Background: an optimization exercise with open tools, aiming at small area and a short achievable clock period. Do not read the settings as production practice. Only simulation tests tie the RTL to the original design; equivalence was not proved.

==> inputs of job 7595 <==
==> flow/design.v (excerpt) <==
module alu_top(
    input clk,
    input [7:0] a_in, b_in,
    input [3:0] command_in,
    input oe,
    output reg [15:0] d_out
    );
export LEC_CHECK = 0
export CAP_MARGIN = 20
export CORE_MARGIN = 2
export CORE_UTILIZATION = 60
export SLEW_MARGIN = 20
create_clock -name core_clock -period 30.0 [get_ports {clk}]
standard.sh (not shown) runs the stock make flow with config.mk's settings and CLKGATE_MAP_FILE= SYNTH_SCRIPT=/design/flow/synth_recipe.tcl, a recipe that flattens the netlist after the stock synthesis.
==> flow/flow/run.sh <==
#!/bin/bash
# The standard layout, with plain buffers (buf_2) on the ports in place of the
# delay buffers buffer_ports picks by default, and a clock tree of clkbuf_16.
# Every tool's output goes to make.log here; ORFS also keeps each step's log
# under orfs/logs/.
set -euo pipefail
export BUFFER_PORTS_ARGS="-buffer_cell sky130_fd_sc_hd__buf_2"
export CTS_ARGS="-sink_clustering_enable -repair_clock_nets -sink_clustering_size 40 -sink_clustering_max_diameter 200 -root_buf sky130_fd_sc_hd__clkbuf_16 -buf_list sky130_fd_sc_hd__clkbuf_16"
bash standard.sh > make.log 2>&1
==> job 3360: changes against job 7595 <==
==> flow/flow/run.sh (replaced) <==
#!/bin/bash
# The standard layout, with plain buffers (buf_2) on the ports in place of the
# delay buffers buffer_ports picks by default.  Every tool's output goes to
# make.log here; ORFS also keeps each step's log under orfs/logs/.
set -euo pipefail
export BUFFER_PORTS_ARGS="-buffer_cell sky130_fd_sc_hd__buf_2"
bash standard.sh > make.log 2>&1
--- a/flow/config.mk
+++ b/flow/config.mk
@@ -9,3 +9,3 @@
 export CORE_MARGIN = 2
-export CORE_UTILIZATION = 60
+export CORE_UTILIZATION = 88
 export SLEW_MARGIN = 20
==> job 1940: changes against job 7595 <==
==> flow/flow/run.sh (replaced) <==
#!/bin/bash
# The standard layout, with plain buffers (buf_2) on the ports in place of the
# delay buffers buffer_ports picks by default.  Every tool's output goes to
# make.log here; ORFS also keeps each step's log under orfs/logs/.
set -euo pipefail
export BUFFER_PORTS_ARGS="-buffer_cell sky130_fd_sc_hd__buf_2"
bash standard.sh > make.log 2>&1
==> flow_metrics.tcl <==
set metrics [dict create \
    status "complete, no violations" \
    regArea_sq_um 781 \
    min_from "a_q[6]" \
    wl_met3_um 1250 \
    wl_um 15300 \
    fin_crit_ps 6730 \
    cts_tree "built" \
    power_leader "combinational logic" \
    wl_met2_um 6650 \
    crit_fanout 1 \
    clkPwrFrac 0.244 \
    final-clk-cell-share 0.0279 \
    fin_util 0.670 \
    pg_comb_mw 0.142 \
    nonClkBufAreaFrac 0.0360 \
    grtUsageMet2 0.497 \
    met3_usage 0.0524 \
    highest_layer "met4" \
]
-- figures above: job 7595

==> flow_metrics.tcl <==
set metrics [dict create \
    fin_util 0.664 \
    crit_fanout 1 \
    min_from "a_q[6]" \
    wl_met3_um 1440 \
    largest_reg_flops 16 \
    pg_comb_mw 0.141 \
    final-clk-cell-share 0.0190 \
    wl_met2_um 6670 \
    coreArea_sq_um 9240 \
    highest_layer "met4" \
    status "complete, no violations" \
    grtUsageMet2 0.495 \
    power_leader "combinational logic" \
    regArea_sq_um 781 \
    wl_um 15000 \
    async_reset_ff_frac 0 \
]
-- figures above: job 1940

==> flow_metrics.tcl <==
set metrics [dict create \
    synthSimpleGateAreaFrac 0.138 \
    yosysSeqAreaShare 0.137 \
    synth_area_leaders "ha_1, fa_1, dfxtp_1, inv_1, nor2_1" \
    num_rows 29 \
    netlist_area_sq_um 5700 \
    cts_sinks 39 \
    error "[ERROR GRT-0116] Global routing finished with congestion. Check the congestion regions in the DRC Viewer." \
    status "stopped before the end" \
    outcome.stop_stage "global routing" \
    grtUsageMet2 0.915 \
    syn_area_per_cell_sq_um 9.02 \
    syn-num-nets 810 \
    met3_usage 0.585 \
    die_w_um 84.5 \
    portBuffers 37 \
    clock_path_buffers 2 \
    place_ws_ps 23070 \
    htree_levels 2 \
    yosys.area_share.adder 0.424 \
    grtUsageTotal 0.736 \
    dp_hpwl_um 14100 \
]
-- figures above: job 3360

## afterwards: timing with drivers on the ports
How much do the figures lean on ideal ports? The routed layouts below were timed once more, with nothing changed but the port constraints. Step 1 (the two cells are an assumption about what drives the block):
set clk [get_ports {clk}]
set_driving_cell -lib_cell sky130_fd_sc_hd__clkbuf_16 $clk
set_driving_cell -lib_cell sky130_fd_sc_hd__buf_2 [delete_from_list [all_inputs] $clk]
Step 2 also shifts input and output timing later by t, the mid clock arrival at the registers, as if the neighbouring blocks saw the same clock. Three values: ideal ports, drivers, drivers and shift; two values: the first two.
run | t, ns | slack for setup (ns) | clock arrival spread, ns
job 7595 | 0.330 | 23.273 / 23.235 / 23.080 | 0.007 / 0.007
job 1940 | 0.345 | 23.245 / 23.209 / 23.081 | 0.011 / 0.011
After both steps setup and hold are still met in every run listed. The setup slack of job 7595, which loses most, moves by -0.038 ns with the drivers and by -0.193 ns with both steps.
